This is an optimization exercise on Yosys and OpenROAD, whose aim is small area, a short achievable clock period and few clock cycles, not a production implementation.
In this exercise RTL edits were held to simulation tests only and were not proved equivalent to the original.
No activity file was given, so power comes from the tool's default toggle rates.

## design/flow/config.mk

```make
export PLATFORM = sky130hd
export DESIGN_NAME = CONV
export DESIGN_NICKNAME = CONV
export VERILOG_FILES = /design/flow/design.v
export SDC_FILE = /design/flow/constraint.sdc
export NUM_CORES = 4
export LEC_CHECK = 0
export CAP_MARGIN = 20
export CORE_MARGIN = 2
export CORE_UTILIZATION = 40
export SLEW_MARGIN = 20
```

## design/flow/constraint.sdc

```tcl
create_clock -name core_clock -period 11.0 [get_ports {clk}]
set_input_delay 2.2000 -clock core_clock [delete_from_list [all_inputs] [get_ports {clk}]]
set_output_delay 2.2000 -clock core_clock [all_outputs]
set_load 0.01 [all_outputs]
```

## design/flow/design.v

```verilog
`timescale 1ns/10ps
module  CONV(clk,reset,busy,ready,iaddr,idata,cwr,caddr_wr,cdata_wr,crd,caddr_rd,cdata_rd,csel);
input						clk;
input						reset;
output	reg					busy;	
input						ready;	
output	reg 		[11:0] 	iaddr;
input 				[19:0]	idata;	
output	reg 				cwr;
output	reg 		[11:0]	caddr_wr;
output  reg signed 	[19:0]	cdata_wr;
output	reg 				crd;
output	reg  		[11:0]	caddr_rd;
input				[19:0] 	cdata_rd;
output	reg 		[2:0] 	csel;
reg signed [19:0] buffer[0:8];
reg 				[4:0] 	current_state;
reg 				[4:0] 	next_state;
reg 				[5:0]	center_x;
reg 				[5:0]	center_y;
reg 				[3:0]	counter;
reg 	signed			[43:0] 	sum ; 
wire signed [20:0] tmp_res;
wire [5:0] x_left;
wire [5:0] x_right;
wire [5:0] y_up;
wire [5:0] y_buttom;
parameter INITIAL = 0;
parameter READ_K0 = 1;
parameter CONVOLUTION_K0 = 2;
parameter RELU_K0 = 3;
parameter WR_L0_K0 = 4;
parameter RD_L0_K0 = 5;
parameter WR_L1_K0 = 6;
parameter READ_K1 = 7;
parameter CONVOLUTION_K1 = 8;
parameter RELU_K1 = 9;
parameter WR_L0_K1 = 10;
parameter RD_L0_K1 = 11;
parameter WR_L1_K1 = 12;
parameter BREAK_POINT = 13;
parameter RD_L1_K0 = 14;
parameter WR_L2_K0 = 15;
parameter RD_L1_K1 = 16;
parameter WR_L2_K1 = 17;
parameter FINISH = 18;
parameter signed K0_0 = 20'h0A89E;
parameter signed K0_1 = 20'h092D5;
parameter signed K0_2 = 20'h06D43;
parameter signed K0_3 = 20'h01004;
parameter signed K0_4 = 20'hF8F71;
parameter signed K0_5 = 20'hF6E54;
parameter signed K0_6 = 20'hFA6D7;
parameter signed K0_7 = 20'hFC834;
parameter signed K0_8 = 20'hFAC19;
parameter bias_0 = 20'h01310;
parameter signed K1_0 = 20'hFDB55;
parameter signed K1_1 = 20'h02992;
parameter signed K1_2 = 20'hFC994;
parameter signed K1_3 = 20'h050FD;
parameter signed K1_4 = 20'h02F20;
parameter signed K1_5 = 20'h0202D;
parameter signed K1_6 = 20'h03BD7;
parameter signed K1_7 = 20'hFD369;
parameter signed K1_8 = 20'h05E68;
parameter bias_1 = 20'hF7295;
assign tmp_res = sum[35:15] + 21'd1;
assign x_left = center_x - 1;
assign x_right = center_x + 1;
assign y_up = center_y - 1;
assign y_buttom = center_y + 1;
reg signed [19:0] tmp1_mul;
reg signed [19:0] tmp2_mul;
wire signed [43:0] mul;
assign mul = tmp1_mul * tmp2_mul;
always @(posedge clk) begin
	if(reset)
		current_state <= INITIAL;
	else
		current_state <= next_state;
end
always @(*) begin
case(current_state)
INITIAL:
	next_state = (ready)?READ_K0: INITIAL;
READ_K0:
	next_state = (counter == 4'd9)?CONVOLUTION_K0: READ_K0;
CONVOLUTION_K0:
	next_state = (counter == 4'd10)?RELU_K0: CONVOLUTION_K0;
RELU_K0:
	next_state = WR_L0_K0;
WR_L0_K0:
	next_state = (center_x == 6'd63 && center_y == 6'd63)?RD_L0_K0:READ_K0;
RD_L0_K0:
	next_state = (counter == 4'd5)? WR_L1_K0:RD_L0_K0;
WR_L1_K0:
	next_state = (center_x == 6'd62 && center_y == 6'd62)?READ_K1:RD_L0_K0;
READ_K1:
	next_state = (counter == 4'd9)?CONVOLUTION_K1: READ_K1;
CONVOLUTION_K1:
	next_state = (counter == 4'd10)?RELU_K1: CONVOLUTION_K1;
RELU_K1:
	next_state = WR_L0_K1;
WR_L0_K1:
	next_state = (center_x == 6'd63 && center_y == 6'd63)?RD_L0_K1:READ_K1;
RD_L0_K1:
	next_state = (counter == 4'd5)? WR_L1_K1:RD_L0_K1;
WR_L1_K1:
	next_state = (center_x == 6'd62 && center_y == 6'd62)?BREAK_POINT:RD_L0_K1;
BREAK_POINT:
	next_state = RD_L1_K0;
RD_L1_K0:
	next_state = WR_L2_K0;
WR_L2_K0:
	next_state = RD_L1_K1;
RD_L1_K1:
	next_state = WR_L2_K1;
WR_L2_K1:
	next_state = (caddr_rd == 12'd2047)?FINISH: RD_L1_K0;
FINISH:
	next_state = FINISH;
default:
	next_state = INITIAL;
endcase
end
always @(posedge clk)begin
	if(reset)
		busy <= 0;
	else if(ready)
		busy <= 1;
	else if(next_state == FINISH)
		busy <= 0;
end
always @(posedge clk)begin
	if(reset)
		iaddr <= 0;
	else if(current_state == READ_K0 || current_state == READ_K1)
	begin
		case (counter)
			4'd0:
				iaddr <= {y_up, x_left};
			4'd1:
				iaddr <= {y_up, center_x};
			4'd2:
				iaddr <= {y_up, x_right};
			4'd3:
				iaddr <= {center_y, x_left};
			4'd4:
				iaddr <= {center_y, center_x};
			4'd5:
				iaddr <= {center_y, x_right};
			4'd6:
				iaddr <= {y_buttom, x_left};
			4'd7:
				iaddr <= {y_buttom, center_x};
			4'd8:
				iaddr <= {y_buttom, x_right};
		endcase
	end
end
always @(posedge clk)begin
	if(reset)
		cwr <= 0;
	else if(next_state == WR_L0_K0 || next_state == WR_L0_K1 || next_state == WR_L1_K0 || next_state == WR_L1_K1 || next_state == WR_L2_K0 || next_state == WR_L2_K1)
		cwr <= 1;
	else 
		cwr <= 0;
end
always @(posedge clk)begin
	if(reset)
		caddr_wr <= 0;
	else if(next_state == WR_L0_K0 || next_state == WR_L0_K1 )
		caddr_wr <= {center_y, center_x};
	else if(next_state == WR_L1_K0 || next_state == WR_L1_K1)
		caddr_wr <= {center_y[5:1], center_x[5:1]};
	else if (current_state == BREAK_POINT)
		caddr_wr <= 0;
	else if(current_state == WR_L2_K0 || current_state == WR_L2_K1)
		caddr_wr <= caddr_wr + 1;
end
always @(posedge clk)begin
	if(reset)
		cdata_wr <= 0;
	else if(next_state == WR_L0_K0 || next_state == WR_L0_K1 )
		cdata_wr <= (sum[35])?0:tmp_res[20:1];
	else if(next_state == RD_L0_K0 || next_state == RD_L0_K1)
	begin
		if(counter == 4'd1)
			cdata_wr <= cdata_rd;
		else if(cdata_rd > cdata_wr)
			cdata_wr <= cdata_rd;
	end
	else if(next_state == WR_L2_K0 || next_state == WR_L2_K1)
		cdata_wr <= cdata_rd;
end
always @(posedge clk)begin
	if(reset)
		crd <= 0;
	else if(next_state == RD_L0_K0 || next_state == RD_L0_K1 || next_state == RD_L1_K0 || next_state == RD_L1_K1)
		crd <= 1;
	else 
		crd <= 0;
end
always @(posedge clk)begin
	if(reset)
		caddr_rd <= 0;
	else if(current_state == RD_L0_K0 || current_state == RD_L0_K1)
	begin
		case (counter)
			4'd0:
				caddr_rd <= {center_y, center_x};
			4'd1:
				caddr_rd <= {center_y, x_right};
			4'd2:
				caddr_rd <= {y_buttom, center_x};
			4'd3:
				caddr_rd <= {y_buttom, x_right};
		endcase
	end
	else if(current_state == BREAK_POINT)
		caddr_rd <= 0;
	else if(current_state == WR_L2_K1)
		caddr_rd <= caddr_rd + 1;
end
always @(posedge clk)begin
	if(reset)
		csel <= 0;
	else if(next_state == WR_L0_K0)
		csel <= 3'b001;
	else if(next_state == WR_L0_K1)
		csel <= 3'b010;
	else if(next_state == RD_L0_K0)
		csel <= 3'b001;
	else if(next_state == RD_L0_K1)
		csel <= 3'b010;
	else if(next_state == WR_L1_K0)
		csel <= 3'b011;
	else if(next_state == WR_L1_K1)
		csel <= 3'b100;
	else if(next_state == RD_L1_K0)
		csel <= 3'b011;
	else if(next_state == WR_L2_K0 || next_state == WR_L2_K1)
		csel <= 3'b101;
	else if(next_state == RD_L1_K1)
		csel <= 3'b100; 
end
always @(posedge clk)begin
if(reset)
	counter <= 0;
else if((current_state == READ_K0||current_state == READ_K1)&& counter == 4'd9)
	counter <= 0;
else if((current_state == CONVOLUTION_K0 || current_state == CONVOLUTION_K1) && counter == 4'd10)
	counter <= 0;
else if((current_state == RD_L0_K0 || current_state == RD_L0_K1) && counter == 4'd5)
	counter <= 0;
else if(current_state == WR_L0_K0 || current_state == WR_L0_K1)
	counter <= 0;
else if(current_state == WR_L1_K0 || current_state == WR_L1_K1)
	counter <= 0;
else
	counter <= counter + 1;
end
always @(posedge clk) begin
	if(reset)
	begin
		buffer[0] <= 0;
		buffer[1] <= 0;
		buffer[2] <= 0;
		buffer[3] <= 0;
		buffer[4] <= 0;
		buffer[5] <= 0;
		buffer[6] <= 0;
		buffer[7] <= 0;
		buffer[8] <= 0;
		tmp1_mul <= 0;
		tmp2_mul <= 0;
	end
	else if(current_state == READ_K0 || current_state == READ_K1)
		case (counter)
			4'd1:
				buffer[0] <= (center_y!=0 && center_x !=0) ? idata : 0;
			4'd2:
				buffer[1] <= (center_y!=0)?idata : 0;
			4'd3:
				buffer[2] <= (center_x!=6'd63 && center_y!=0)?idata:0;
			4'd4:
				buffer[3] <= (center_x!=0)?idata:0;
			4'd5:
				buffer[4] <= idata;
			4'd6:
				buffer[5] <= (center_x!=6'd63)?idata:0;
			4'd7:
				buffer[6] <= (center_x!=0 && center_y != 6'd63)? idata:0;
			4'd8:
				buffer[7] <= (center_y!=6'd63)?idata:0;
			4'd9:
				buffer[8] <= (center_y!=6'd63 && center_x!= 6'd63)?idata:0;
		endcase
	else if(current_state == CONVOLUTION_K0)
		case (counter)
			4'd0:
			begin
				tmp1_mul <= buffer[0];
				tmp2_mul <= K0_0;
			end
			4'd1:
			begin
				sum <= mul;
				tmp1_mul <= buffer[1];
				tmp2_mul <= K0_1;
			end
			4'd2:
			begin
				sum <= sum + mul;
				tmp1_mul <= buffer[2];
				tmp2_mul <= K0_2;
			end
			4'd3:
			begin
				sum <= sum + mul;
				tmp1_mul <= buffer[3];
				tmp2_mul <= K0_3;
			end
			4'd4:
			begin
				sum <= sum + mul;
				tmp1_mul <= buffer[4];
				tmp2_mul <= K0_4;
			end
			4'd5:
			begin
				sum <= sum + mul;
				tmp1_mul <= buffer[5];
				tmp2_mul <= K0_5;
			end
			4'd6:
			begin
				sum <= sum + mul;
				tmp1_mul <= buffer[6];
				tmp2_mul <= K0_6;
			end
			4'd7:
			begin
				sum <= sum + mul;
				tmp1_mul <= buffer[7];
				tmp2_mul <= K0_7;
			end
			4'd8:
			begin
				sum <= sum + mul;
				tmp1_mul <= buffer[8];
				tmp2_mul <= K0_8;
			end
			4'd9:
				sum <= sum + mul;
			4'd10:
				sum <= sum + {bias_0, 16'b0};
		endcase
	else if(current_state == CONVOLUTION_K1)
		case (counter)
			4'd0:
			begin
				tmp1_mul <= buffer[0];
				tmp2_mul <= K1_0;
			end
			4'd1:
			begin
				sum <= mul;
				tmp1_mul <= buffer[1];
				tmp2_mul <= K1_1;
			end
			4'd2:
			begin
				sum <= sum + mul;
				tmp1_mul <= buffer[2];
				tmp2_mul <= K1_2;
			end
			4'd3:
			begin
				sum <= sum + mul;
				tmp1_mul <= buffer[3];
				tmp2_mul <= K1_3;
			end
			4'd4:
			begin
				sum <= sum + mul;
				tmp1_mul <= buffer[4];
				tmp2_mul <= K1_4;
			end
			4'd5:
			begin
				sum <= sum + mul;
				tmp1_mul <= buffer[5];
				tmp2_mul <= K1_5;
			end
			4'd6:
			begin
				sum <= sum + mul;
				tmp1_mul <= buffer[6];
				tmp2_mul <= K1_6;
			end
			4'd7:
			begin
				sum <= sum + mul;
				tmp1_mul <= buffer[7];
				tmp2_mul <= K1_7;
			end
			4'd8:
			begin
				sum <= sum + mul;
				tmp1_mul <= buffer[8];
				tmp2_mul <= K1_8;
			end
			4'd9:
				sum <= sum + mul;
			4'd10:
				sum <= sum + {bias_1, 16'b0};
		endcase
end
always @(posedge clk) begin
	if(reset)
	begin
		center_x <= 0;
		center_y <= 0;
	end
	else if(current_state == WR_L0_K0 || current_state == WR_L0_K1)
	begin
		if(center_x == 6'd63 && center_y == 6'd63)
		begin
			center_x <= 0;
			center_y <= 0;
		end
		else if(center_x == 6'd63)
		begin
			center_x <= 0;
			center_y <= center_y + 1;
		end
		else 
			center_x <= center_x + 1;
	end
	else if(current_state == WR_L1_K0 || current_state == WR_L1_K1)
	begin
		if(center_x == 6'd62 && center_y == 6'd62)
		begin
			center_x <= 0;
			center_y <= 0;
		end
		else if(center_x == 6'd62)
		begin
			center_x <= 0;
			center_y <= center_y + 2;
		end
		else 
			center_x <= center_x + 2;
	end
	else if(current_state == WR_L2_K1)
	begin
		if(center_x == 6'd63)
		begin
			center_x <= 0;
			center_y <= center_y + 1;
		end
		else
			center_x <= center_x + 1;
	end
end
endmodule
```

## design/flow/run.sh

```bash
#!/bin/bash
# synth_recipe.tcl (not shown) runs the flow's synth.tcl, then flattens the netlist and writes it again
# the make line also repeats each setting of config.mk as NAME=value (left out here)
make -C /OpenROAD-flow-scripts/flow DESIGN_CONFIG=/design/flow/config.mk WORK_HOME=/design/flow/orfs CLKGATE_MAP_FILE= SYNTH_SCRIPT=/design/flow/synth_recipe.tcl finish
```

==> results.cfg <==
[sta]
rsz0062_at_grt = no
fin_skew_ns = 0.0305
worst_pin_slew_ns = 1.06
drv_slew = 0
fin_crit_ns = 9.54
max_slew_margin_pct = 29.2
final.setup.tns_ns = 0
fin_hold_ws_ns = 0.449
setup_viol = 0
fmax_mhz = 105
fin_crit_sh_pct = 86.8
finalHoldViolations = 0

[worst_setup_path]
worstSetupPathType = reg2reg
r2r_end = sum[34]
crit_path_end = sum[34]
critPathArrivalTime_ns = 9.87
cp-end-kind = register
cpMaxStageDelayCell = dfxtp_1
startpoint = tmp1_mul[9]
reg2regPathDepth = 34
critPathMaxStageDelay_ns = 0.75
cp_max_fo = 19
regToRegSetupSlack_ns = 1.46
cp.required_ns = 11.33
r2r_start = tmp1_mul[9]
start_kind = register

[logic_synthesis]
synth-async-reset-ratio_pct = 0
yosysWarnings = 2
synthDistinctLibCells = 80
syn-instance-count = 4050
synthFlopType = dfxtp_1
synth_edf_count = 36
synth_seq_cells = 336
avgSynthCellArea_um2 = 8.23
syn-cell-area_um2 = 33300
syn-num-nets = 4656
synth_seq_area_share_pct = 21.3

[floorplan]
die_w_um = 293
fp.dieH_um = 293
row_count = 105
core_area_um2 = 82200
initial_core_util_pct = 40.5
die_area_um2 = 85700
ios = 105

[detailed_routing]
drt_iter0_drc = 2085
via_per_inst = 5.49
avgRoutedWirePerCell_um = 19.3
postRouteAntennaNets = 0
via_count = 27900
wirelength_mm = 97.9
drc = 0
dr.pass1.iters = 5

[power_and_ir_drop]
ir_drop_mv = 0.150
power.density_nw_per_um2 = 78.4
p_leak_nw = 16.0
finalPower_mw = 2.86

[clock_tree]
cts_buffers = 41
post_cts_buffers = 0
root_buffer = clkbuf_16
cts_tree = built
cts_sinks = 336
clk_latency_ns = 0.59
cts_resized = 0
cts_buffer_depth = 3
clk_pin_slew_worst_paths_ns = 0.06
ctsHoldBuffers = 0
htree_levels = 2

[placement]
place.gp.congestion = 0.904
dp_cells = 4997
numPortBuffers = 104
hpwl_mm = 70.2

[finish]
regArea_um2 = 7090
final_cell_mix = inv_1 (532), nand2_1 (420), fa_1 (379), nor2_1 (318), dfxtp_1 (300)
area_growth_pct = 9.42
multi_input_area_um2 = 23200
layout-drive-gt1-share_pct = 4.02
final_common_cell = inv_1
nets = 4576
stdcell_count = 5076
fillCellCount = 8186
fin_util_pct = 44.4

[run_status]
outcome = timing/DRC/antenna clean

[worst_hold_path]
hp-class = reg2reg

[global_routing]
antenna_found_initial = 4
gr-usage-all-layers_pct = 22.9
grt_pass1_wl_mm = 156
grt-ovfl-total = 0
grt_pass1_vias = 27400
grt_max_degree = 135

[run]
cap_violations = 0
[worst min-delay path by stage]
stage,cells after the start,end,slack (ns),start
after floorplan,2,buffer[3][11],0.43,buffer[3][11]
final,2,buffer[7][5],0.45,buffer[7][5]
after global routing,2,buffer[3][13],0.47,buffer[3][13]
after CTS,2,buffer[1][16],0.45,buffer[1][16]
after global placement,2,buffer[1][17],0.44,buffer[1][17]
after detailed placement,2,buffer[3][12],0.44,buffer[3][12]
[synth_stat cells (16+ instances only)]
library cell	instances	share of area, %
a221oi_1	37	0.97
and3_1	21	0.39
nand4_1	43	0.81
nor2_1	322	3.6
a31oi_1	18	0.34
and2_1	221	4.1
a22oi_1	139	3.1
clkbuf_1	264	3.0
nand2_1	420	4.7
a22o_1	22	0.58
xnor2_1	84	2.2
a211oi_2	20	0.75
nand3_1	135	2.0
a211oi_1	46	1.0
xor2_1	52	1.4
nand2b_1	36	0.68
buf_1	17	0.19
nor3_1	60	0.90
fa_1	379	23
a21o_1	55	1.2
a21oi_1	257	3.9
o21ai_0	118	1.8
o211ai_1	20	0.45
edfxtp_1	36	3.2
ha_1	184	6.9
dfxtp_1	300	18
inv_1	532	6.0
nor2b_1	16	0.30
[critical path: cells and delay by family (launching register included)]
kind | cells | cell delay (ns)
fa+ha+maj | 9 | 4.22
buf+inv | 7 | 0.38
simple gates | 7 | 1.39
compound gates | 9 | 2.28
flops | 1 | 0.75
xor+xnor | 2 | 0.24
[metal layers]
layer / track usage [%] / vias up / part of all wire [%]
met4: 7.29 / 0 / 3.0
met1: 31.3 / 13600 / 44
met2: 37.6 / 844 / 47
met5: 0 / - / 0
met3: 2.94 / 161 / 5.9
li1: - / 13200 / -
[final cells by class]
| class | count | share of cell area [%] |
|---|---|---|
| multi-input combinational | 2895 | 63.6 |
| sequential | 336 | 19.4 |
| tap | 1070 | 3.67 |
| timing repair buffer | 163 | 4.08 |
| clock inverter | 13 | 0.470 |
| clock buffer | 63 | 3.26 |
| antenna | 3 | 0.0206 |
| inverter | 533 | 5.48 |
[cells by family after synthesis]
| logic type | Yosys count | synth area share [%] |
|---|---|---|
| DFF | 336 | 21.3 |
| adders and majority gates | 564 | 29.7 |
| and+or+nand+nor | 1339 | 19.0 |
| xor gates and xnor gates | 136 | 3.57 |
| buffers and inverters | 819 | 9.28 |
| muxes | 8 | 0.240 |
| AOI/OAI and AO/OA | 848 | 16.9 |
[through the flow]
step	setup WS (ns)	area, um^2
2_1_floorplan	2.63	33300
3_3_place_gp	1.77	35100
3_5_place_dp	1.62	35100
4_1_cts	1.61	36500
5_1_grt	0.986	36500
6_report	1.46	36500
[state kept, by name (all words and copies together), names as in the netlist]
signal / count
crd: 1
cdata_wr: 20
sum: 36
csel: 3
caddr_wr: 12
iaddr: 12
caddr_rd: 12
center_x: 6
tmp1_mul: 20
cwr: 1
buffer: 180
tmp2_mul: 17
busy: 1
current_state: 5
center_y: 6
counter: 4
[where the power goes]
group | switching [mW] | internal, mW
registers | 0.00862 | 1.25
clock network | 0.580 | 0.802
logic | 0.158 | 0.0678
Testbench counts, summed over its fixed seeds: cycles 2,531,352.

-- static timing again, ports no longer ideal --
In the flow no input, the clock included, has a driving cell. The finished layout below was timed again as built, in two steps. Step 1, drivers: a clkbuf_16 drives clk and a buf_2 each remaining input, both assumed. Step 2, shift: input delay + t, output delay - t, t = (earliest + latest rising clock arrival at the registers) / 2. This alone moves slack from input paths to output paths. a / b / c = ideal / step 1 / step 2; a / b = the first two.
t (ns): 0.645
setup slack, ns: 1.457 / 1.457 / 1.457
hold slack, ns: 0.449 / 0.449 / 0.449
worst slew at a driven data input, ns: 0.15
After both steps setup and hold are still met in this run. The setup slack of this run moves by 0.000 ns with the drivers and by 0.000 ns with both steps.
